This design comes from an exercise in tuning for small area and few clock cycles on the open sky130 flow, not from production work. Where RTL was checked, it was by simulation tests only, not by an equivalence proof against the original. Power and IR drop assume default switching activity.

== the reference run ==
Design nic_output_port_lookup, start of the top module:
module nic_output_port_lookup #(
    parameter int unsigned C_M_AXIS_DATA_WIDTH = 512,
    parameter int unsigned C_S_AXIS_DATA_WIDTH = 512,
    parameter int unsigned C_M_AXIS_TUSER_WIDTH = 128,
    parameter int unsigned C_S_AXIS_TUSER_WIDTH = 128,
    parameter int unsigned SRC_PORT_POS = 16,
    parameter int unsigned DST_PORT_POS = 24,
    parameter int unsigned        C_S_AXI_DATA_WIDTH = 32,
    parameter int unsigned        C_S_AXI_ADDR_WIDTH = 12,
    parameter bit          [31:0] C_BASEADDR         = 32'h00000000
) (
    input axis_aclk,
    input axis_resetn,
    output [        C_M_AXIS_DATA_WIDTH - 1:0] m_axis_tdata,
    output [((C_M_AXIS_DATA_WIDTH / 8)) - 1:0] m_axis_tkeep,
    output [         C_M_AXIS_TUSER_WIDTH-1:0] m_axis_tuser,
    output                                     m_axis_tvalid,
    input                                      m_axis_tready,
    output                                     m_axis_tlast,
    input  [        C_S_AXIS_DATA_WIDTH - 1:0] s_axis_tdata,
    input  [((C_S_AXIS_DATA_WIDTH / 8)) - 1:0] s_axis_tkeep,
    input  [         C_S_AXIS_TUSER_WIDTH-1:0] s_axis_tuser,
    input                                      s_axis_tvalid,
    output                                     s_axis_tready,
    input                                      s_axis_tlast,
    input  [  C_S_AXI_ADDR_WIDTH-1 : 0] S_AXI_AWADDR,
  ...
clock: 4.0 ns
lec_check: 0
cap_margin: 20
core_area: 10 10 690 690
die_area: 0 0 700 700
slew_margin: 20
standard.sh (not shown) runs the stock make flow with config.mk's settings and CLKGATE_MAP_FILE= SYNTH_SCRIPT=/design/flow/synth_recipe.tcl, a recipe that flattens the netlist after the stock synthesis.
==> flow/flow/run.sh <==
#!/bin/bash
set -euo pipefail
bash standard.sh BUFFER_PORTS_ARGS="-buffer_cell sky130_fd_sc_hd__buf_1" \
  CTS_ARGS="-sink_clustering_enable -repair_clock_nets -dont_use_dummy_load -sink_clustering_size 30 -sink_clustering_max_diameter 80" \
  DIE_AREA="0 0 450 450" CORE_AREA="10 10 440 440" finish > standard.log 2>&1
Testbench counts of the reference run, summed over its fixed seeds: cycles 25,265.
## Diff of input files: the trial run against the reference run
-- flow/design.v --
<<< the reference run, line 54
  wire [W-1:0] s_beat = {s_axis_tlast, s_axis_tuser, s_axis_tkeep, s_axis_tdata};
  wire         out_ld = ~out_v | m_axis_tready;
  reg skid_e;
  wire [W-1:0] beat = (skid_q & {W{skid_v}}) | (s_beat & {W{skid_e}});
  always @(posedge axis_aclk) begin
    skid_q <= beat;
    if (out_ld) out_q <= beat;
  end
  always @(posedge axis_aclk) begin
>>> the trial run, line 54
  wire [W-1:0] s_beat = {s_axis_tlast, s_axis_tuser, s_axis_tkeep, s_axis_tdata};
  wire         out_ld = ~out_v | m_axis_tready;
  always @(posedge axis_aclk) begin
    if (~skid_v) skid_q <= s_beat;
    if (out_ld) out_q <= skid_v ? skid_q : s_beat;
  end
  always @(posedge axis_aclk) begin
<<< the reference run, line 64
      out_v     <= 1'b0;
      skid_v    <= 1'b0;
      skid_e    <= 1'b1;
      out_first <= 1'b1;
    end else begin
>>> the trial run, line 62
      out_v     <= 1'b0;
      skid_v    <= 1'b0;
      out_first <= 1'b1;
    end else begin
<<< the reference run, line 70
        out_v  <= skid_v | s_axis_tvalid;
        skid_v <= 1'b0;
        skid_e <= 1'b1;
      end else if (s_axis_tvalid) begin
        skid_v <= 1'b1;
        skid_e <= 1'b0;
      end
      if (out_v & m_axis_tready) out_first <= m_axis_tlast;
>>> the trial run, line 67
        out_v  <= skid_v | s_axis_tvalid;
        skid_v <= 1'b0;
      end else if (s_axis_tvalid) begin
        skid_v <= 1'b1;
      end
      if (out_v & m_axis_tready) out_first <= m_axis_tlast;
[summary]
- The trial run | stages: all done | timing, DRC, antenna: all pass
- Taking the reference run as the reference point, the relative contribution of combinational cells to total power of the trial run falls by 0.5 points.
- The trial run ended up with register to register as its type of the worst setup path; the reference run ended up with register to output pin.
- Worst setup slack (lower): the reference run
- Slew of the pin with the lowest slew margin: the trial run vs the reference run down 150 ps
- On number of clock buffer instances in the layout, the lower figure sits with the reference run, not the trial run.
- The maximum clock frequency of the trial run is higher than that of the reference run.
- Cmp the trial run and the reference run / depth of the most critical reg-to-reg path / higher: the trial run
- In the final reports, the cell area of the trial run is larger than that of the reference run.
- Lower first-pass GRT wire length goes to the trial run over the reference run.
- Taking the reference run as the reference, in the trial run data required time at the worst endpoint rose 1500 ps; aggregate routed wire length fell 12%.
- On via total after detailed routing, the trial run does better than the reference run.
- | final worst hold slack | the trial run vs the reference run | ≈ equal |
The RTL of the trial run was laid out without a check of its function.

========
the previous run:
The RTL this note starts from:
==> flow/design.v <==
module nic_output_port_lookup #(
    parameter int unsigned C_M_AXIS_DATA_WIDTH = 512,
    parameter int unsigned C_S_AXIS_DATA_WIDTH = 512,
    parameter int unsigned C_M_AXIS_TUSER_WIDTH = 128,
    parameter int unsigned C_S_AXIS_TUSER_WIDTH = 128,
    parameter int unsigned SRC_PORT_POS = 16,
    parameter int unsigned DST_PORT_POS = 24,
    parameter int unsigned        C_S_AXI_DATA_WIDTH = 32,
    parameter int unsigned        C_S_AXI_ADDR_WIDTH = 12,
    parameter bit          [31:0] C_BASEADDR         = 32'h00000000
) (
    input axis_aclk,
    input axis_resetn,
    output [        C_M_AXIS_DATA_WIDTH - 1:0] m_axis_tdata,
    output [((C_M_AXIS_DATA_WIDTH / 8)) - 1:0] m_axis_tkeep,
    output [         C_M_AXIS_TUSER_WIDTH-1:0] m_axis_tuser,
    output                                     m_axis_tvalid,
    input                                      m_axis_tready,
    output                                     m_axis_tlast,
    input  [        C_S_AXIS_DATA_WIDTH - 1:0] s_axis_tdata,
    input  [((C_S_AXIS_DATA_WIDTH / 8)) - 1:0] s_axis_tkeep,
    input  [         C_S_AXIS_TUSER_WIDTH-1:0] s_axis_tuser,
    input                                      s_axis_tvalid,
    output                                     s_axis_tready,
    input                                      s_axis_tlast,
    input  [  C_S_AXI_ADDR_WIDTH-1 : 0] S_AXI_AWADDR,
    input                               S_AXI_AWVALID,
    input  [  C_S_AXI_DATA_WIDTH-1 : 0] S_AXI_WDATA,
    input  [C_S_AXI_DATA_WIDTH/8-1 : 0] S_AXI_WSTRB,
    input                               S_AXI_WVALID,
    input                               S_AXI_BREADY,
    input  [  C_S_AXI_ADDR_WIDTH-1 : 0] S_AXI_ARADDR,
    input                               S_AXI_ARVALID,
    input                               S_AXI_RREADY,
    output                              S_AXI_ARREADY,
    output [  C_S_AXI_DATA_WIDTH-1 : 0] S_AXI_RDATA,
    output [                     1 : 0] S_AXI_RRESP,
    output                              S_AXI_RVALID,
    output                              S_AXI_WREADY,
    output [                     1 : 0] S_AXI_BRESP,
    output                              S_AXI_BVALID,
    output                              S_AXI_AWREADY
);
  localparam int unsigned DW = C_M_AXIS_DATA_WIDTH;
  localparam int unsigned KW = C_M_AXIS_DATA_WIDTH / 8;
  localparam int unsigned UW = C_M_AXIS_TUSER_WIDTH;
  localparam int unsigned W = DW + KW + UW + 1;
  wire rst = ~axis_resetn;
  reg  [W-1:0] out_q;   
  reg  [W-1:0] skid_q;   
  reg          out_v;
  reg          skid_v;
  reg          out_first;   
  wire [W-1:0] s_beat = {s_axis_tlast, s_axis_tuser, s_axis_tkeep, s_axis_tdata};
  wire         out_ld = ~out_v | m_axis_tready;
  always @(posedge axis_aclk) begin
    if (~skid_v) skid_q <= s_beat;
    if (out_ld) out_q <= skid_v ? skid_q : s_beat;
  end
  always @(posedge axis_aclk) begin
    if (rst) begin
      out_v     <= 1'b0;
      skid_v    <= 1'b0;
      out_first <= 1'b1;
    end else begin
      if (out_ld) begin
        out_v  <= skid_v | s_axis_tvalid;
        skid_v <= 1'b0;
      end else if (s_axis_tvalid) begin
        skid_v <= 1'b1;
      end
      if (out_v & m_axis_tready) out_first <= m_axis_tlast;
    end
  end
  assign s_axis_tready = ~skid_v;
  assign m_axis_tvalid = out_v;
  assign m_axis_tdata  = out_q[DW-1:0];
  assign m_axis_tkeep  = out_q[DW+:KW];
  assign m_axis_tlast  = out_q[W-1];
  wire [UW-1:0] out_user = out_q[DW+KW+:UW];
  wire [7:0] src_port = out_user[SRC_PORT_POS+:8];
  wire [7:0] dst_port = ~|src_port ? 8'h01
                      : (src_port[1] | src_port[3] | src_port[5] | src_port[7]) ? {1'b0, src_port[7:1]}
                      : {src_port[6:0], 1'b0};
  assign m_axis_tuser = out_first
      ? {out_user[UW-1:DST_PORT_POS+8], dst_port, out_user[DST_PORT_POS-1:0]} : out_user;
  wire s_fire = s_axis_tvalid & ~skid_v;
  wire m_fire = out_v & m_axis_tready;
  wire in_pkt_end = s_fire & s_axis_tlast;
  wire out_pkt_end = m_fire & m_axis_tlast;
  wire out_pkt_begin = m_fire & out_first;
  wire [7:0] ip_protocol = m_axis_tdata[184+:8];
  wire [31:0] ip_src = m_axis_tdata[208+:32];
  wire [31:0] ip_dst = m_axis_tdata[240+:32];
  wire [15:0] udp_sp = m_axis_tdata[272+:16];
  wire [15:0] udp_dp = m_axis_tdata[288+:16];
  reg [31:0] tgtip_q;
  reg [15:0] tgtport_q;
  wire is_icmp = out_pkt_begin & (ip_protocol == 8'h01);
  wire is_tgtip = out_pkt_begin & (ip_dst == tgtip_q);
  wire is_tgtudp = out_pkt_begin & (ip_protocol == 8'h11) & (ip_src == 32'hC0A80001)
                 & (ip_dst == 32'hC0A80101) & (udp_sp == 16'd12345) & (udp_dp == tgtport_q);
  reg        wr_rdy;   
  reg        bvalid;
  reg        ar_rdy;
  reg        rvalid;
  reg [31:0] rdata;
  wire       wr_go = S_AXI_AWVALID & S_AXI_WVALID & ~wr_rdy;
  wire       rd_go = S_AXI_ARVALID & ~ar_rdy & ~rvalid;
  wire [11:0] waddr = S_AXI_AWADDR ^ C_BASEADDR[11:0];
  wire [11:0] raddr = S_AXI_ARADDR ^ C_BASEADDR[11:0];
  always @(posedge axis_aclk) begin
    if (rst) begin
      wr_rdy <= 1'b0;
      bvalid <= 1'b0;
      ar_rdy <= 1'b0;
      rvalid <= 1'b0;
    end else begin
      wr_rdy <= wr_go;
      if (wr_rdy) bvalid <= 1'b1;
      else if (S_AXI_BREADY) bvalid <= 1'b0;
      ar_rdy <= rd_go;
      if (ar_rdy) rvalid <= 1'b1;
      else if (S_AXI_RREADY) rvalid <= 1'b0;
    end
  end
  assign S_AXI_AWREADY = wr_rdy;
  assign S_AXI_WREADY  = wr_rdy;
  assign S_AXI_BVALID  = bvalid;
  assign S_AXI_BRESP   = 2'b00;
  assign S_AXI_ARREADY = ar_rdy;
  assign S_AXI_RVALID  = rvalid;
  assign S_AXI_RRESP   = 2'b00;
  assign S_AXI_RDATA   = rdata;
  function automatic [31:0] merge(input [31:0] old, input [31:0] d, input [3:0] s);
    for (int i = 0; i < 4; i++) merge[i*8+:8] = s[i] ? d[i*8+:8] : old[i*8+:8];
  endfunction
  wire wr_reset = wr_go & (waddr == 32'h8);
  wire wr_flip = wr_go & (waddr == 32'hC);
  wire wr_debug = wr_go & (waddr == 32'h10);
  wire wr_tgtip = wr_go & (waddr == 32'h20);
  wire wr_tgtport = wr_go & (waddr == 32'h2C);
  wire clear_all = rst | (wr_reset & S_AXI_WSTRB[0] & (S_AXI_WDATA[0] | S_AXI_WDATA[4]));
  wire rd_pktin = rd_go & (raddr == 32'h14);
  wire rd_pktout = rd_go & (raddr == 32'h18);
  wire rd_icmp = rd_go & (raddr == 32'h1C);
  wire rd_tgtipout = rd_go & (raddr == 32'h24);
  reg  [31:0] flip_q;
  reg  [31:0] debug_q;
  reg  [31:0] pktin_q;
  reg  [31:0] pktout_q;
  reg  [31:0] icmp_q;
  reg  [31:0] tgtipout_q;
  reg  [31:0] tgtipoutlst_q;
  reg  [31:0] tgtudpcnt_q;
  wire [31:0] tgtip_new = merge(tgtip_q, S_AXI_WDATA, S_AXI_WSTRB);
  wire [31:0] wdata_rst = S_AXI_WDATA & {32{axis_resetn}};
  always @(posedge axis_aclk) begin
    for (int b = 0; b < 4; b++) begin
      if (rst | (wr_flip & S_AXI_WSTRB[b])) flip_q[b*8+:8] <= wdata_rst[b*8+:8];
      if (rst | (wr_debug & S_AXI_WSTRB[b])) debug_q[b*8+:8] <= wdata_rst[b*8+:8];
      if (rst | (wr_tgtip & S_AXI_WSTRB[b])) tgtip_q[b*8+:8] <= wdata_rst[b*8+:8];
    end
    for (int b = 0; b < 2; b++)
      if (rst | (wr_tgtport & S_AXI_WSTRB[b])) tgtport_q[b*8+:8] <= wdata_rst[b*8+:8];
  end
  function automatic [31:0] count(input [31:0] q, input inc);
    logic c;
    c = inc;
    for (int i = 0; i < 31; i++) begin
      count[i] = q[i] ^ c;
      c = c & q[i];
    end
    count[31] = q[31] | c;
  endfunction
  function automatic [31:0] count32(input [31:0] q, input inc);
    logic c;
    c = inc;
    for (int i = 0; i < 32; i++) begin
      count32[i] = q[i] ^ c;
      c = c & q[i];
    end
  endfunction
  always @(posedge axis_aclk) begin
    if (clear_all) begin
      pktin_q       <= 32'h0;
      pktout_q      <= 32'h0;
      icmp_q        <= 32'h0;
      tgtipout_q    <= 32'h0;
      tgtipoutlst_q <= 32'h0;
      tgtudpcnt_q   <= 32'h0;
    end else begin
      pktin_q     <= rd_pktin ? 32'h0 : count(pktin_q, in_pkt_end);
      pktout_q    <= rd_pktout ? 32'h0 : count(pktout_q, out_pkt_end);
      icmp_q      <= rd_icmp ? 32'h0 : count(icmp_q, is_icmp);
      tgtipout_q  <= rd_tgtipout ? 32'h0 : count(tgtipout_q, is_tgtip);
      tgtudpcnt_q <= count32(tgtudpcnt_q, is_tgtudp);
      if (wr_tgtip & (tgtip_new != tgtip_q)) tgtipoutlst_q <= tgtipout_q;
    end
  end
  always @(posedge axis_aclk) begin
    if (rst) rdata <= 32'h0;
    else if (rd_go) begin
      case (raddr)
        32'h0:          rdata <= 32'h0000DA02;
        32'h4:     rdata <= 32'h1;
        32'hC:        rdata <= ~flip_q;
        32'h10:       rdata <= debug_q;
        32'h14:       rdata <= pktin_q;
        32'h18:      rdata <= pktout_q;
        32'h1C:     rdata <= icmp_q;
        32'h20:   rdata <= tgtip_q;
        32'h24:    rdata <= tgtipout_q;
        32'h28: rdata <= tgtipoutlst_q;
        32'h2C:  rdata <= {16'h0, tgtport_q};
        32'h2E:   rdata <= tgtudpcnt_q;
        default:               rdata <= 32'hFEE1DEAD;
      endcase
    end
  end
endmodule
clock: 4.0 ns
lec_check: 0
cap_margin: 20
core_area: 10 10 690 690
die_area: 0 0 700 700
slew_margin: 20
==> flow/flow/run.sh <==
#!/bin/bash
set -euo pipefail
bash standard.sh BUFFER_PORTS_ARGS="-buffer_cell sky130_fd_sc_hd__buf_1" \
  CTS_ARGS="-sink_clustering_enable -repair_clock_nets -dont_use_dummy_load" finish > standard.log 2>&1
The layout from the previous run, despite a flow that completed every stage, fails the layout checks, with the failing checks listed as negative setup slack.
Edits applied to the flow inputs when going from the previous run to the current run:
--- a/flow/design.v
+++ b/flow/design.v
@@ -162,26 +162,29 @@
       if (rst | (wr_tgtip & S_AXI_WSTRB[b])) tgtip_q[b*8+:8] <= wdata_rst[b*8+:8];
     end
     for (int b = 0; b < 2; b++)
       if (rst | (wr_tgtport & S_AXI_WSTRB[b])) tgtport_q[b*8+:8] <= wdata_rst[b*8+:8];
   end
+  function automatic [31:0] ones_below(input [31:0] q);
+    logic g, r;
+    g = 1'b1;
+    for (int k = 0; k < 8; k++) begin
+      r = g;
+      for (int j = 0; j < 4; j++) begin
+        ones_below[4*k+j] = r;
+        r = r & q[4*k+j];
+      end
+      g = g & (&q[4*k+:4]);
+    end
+  endfunction
   function automatic [31:0] count(input [31:0] q, input inc);
-    logic c;
-    c = inc;
-    for (int i = 0; i < 31; i++) begin
-      count[i] = q[i] ^ c;
-      c = c & q[i];
-    end
-    count[31] = q[31] | c;
+    logic [31:0] t;
+    t = ones_below(q) & {32{inc}};
+    count = {q[31] | t[31], q[30:0] ^ t[30:0]};
   endfunction
   function automatic [31:0] count32(input [31:0] q, input inc);
-    logic c;
-    c = inc;
-    for (int i = 0; i < 32; i++) begin
-      count32[i] = q[i] ^ c;
-      c = c & q[i];
-    end
+    count32 = q ^ (ones_below(q) & {32{inc}});
   endfunction
   always @(posedge axis_aclk) begin
     if (clear_all) begin
       pktin_q       <= 32'h0;
       pktout_q      <= 32'h0;
==> results.txt <==
- Min critical path depth across the current run and the previous run: the current run
- Wire length of the first global-routing pass, the current run and the previous run: lower on the current run
- As far as chip width goes, the current run and the previous run are indistinguishable; the numbers are identical.
- Between the previous run and the current run, the flow reports antenna diode instance count increasing by more than 10%.
- The current run has completed all stages; timing, DRC and antenna checks passed.
- Re clock-cell share of area: the current run and the previous run aren't equal, and the higher value belongs to the current run.
- Clock buffer instance count of the final layout, the current run and the previous run: smaller value in the current run
- The current run ended with less met3 usage in global routing than the previous run.
Testbench counts of the current run, summed over its fixed seeds: cycles 25,265.
For the previous run, only the layout was checked, not whether the RTL still works.

-- re-timing with driven ports --
How much do the figures lean on ideal ports? The routed layouts below were timed once more, with nothing changed but the port constraints. Step 1 (the two cells are an assumption about what drives the block):
set clk [get_ports {axis_aclk}]
set_driving_cell -lib_cell sky130_fd_sc_hd__clkbuf_16 $clk
set_driving_cell -lib_cell sky130_fd_sc_hd__buf_2 [delete_from_list [all_inputs] $clk]
Step 2 times the ports against the registers' clock, not the clock port: input delays grow and output delays shrink by t, the midpoint of the rising clock arrivals with the driver on. Slacks: ideal / step 1 / step 2; pairs: ideal / step 1.
run	t, ns	slack for setup (ns)	hold slack, ns	clock arrival spread, ns
the reference run	0.799	0.121 / 0.036 / 0.182	0.251 / 0.204 / 0.456	0.131 / 0.132
the trial run	0.844	0.315 / 0.298 / -0.040	0.249 / 0.176 / 0.468	0.075 / 0.075
the previous run	0.952	-2.317 / -2.317 / -2.904	0.128 / 0.098 / 0.423	0.160 / 0.159
the current run	0.950	0.634 / 0.543 / 0.269	0.112 / 0.058 / 0.467	0.169 / 0.169
Met with ideal ports but missed after step 2: setup timing in the trial run. For the previous run, which loses most, drivers alone change the setup slack by 0.000 ns; drivers and shift together by -0.587 ns.
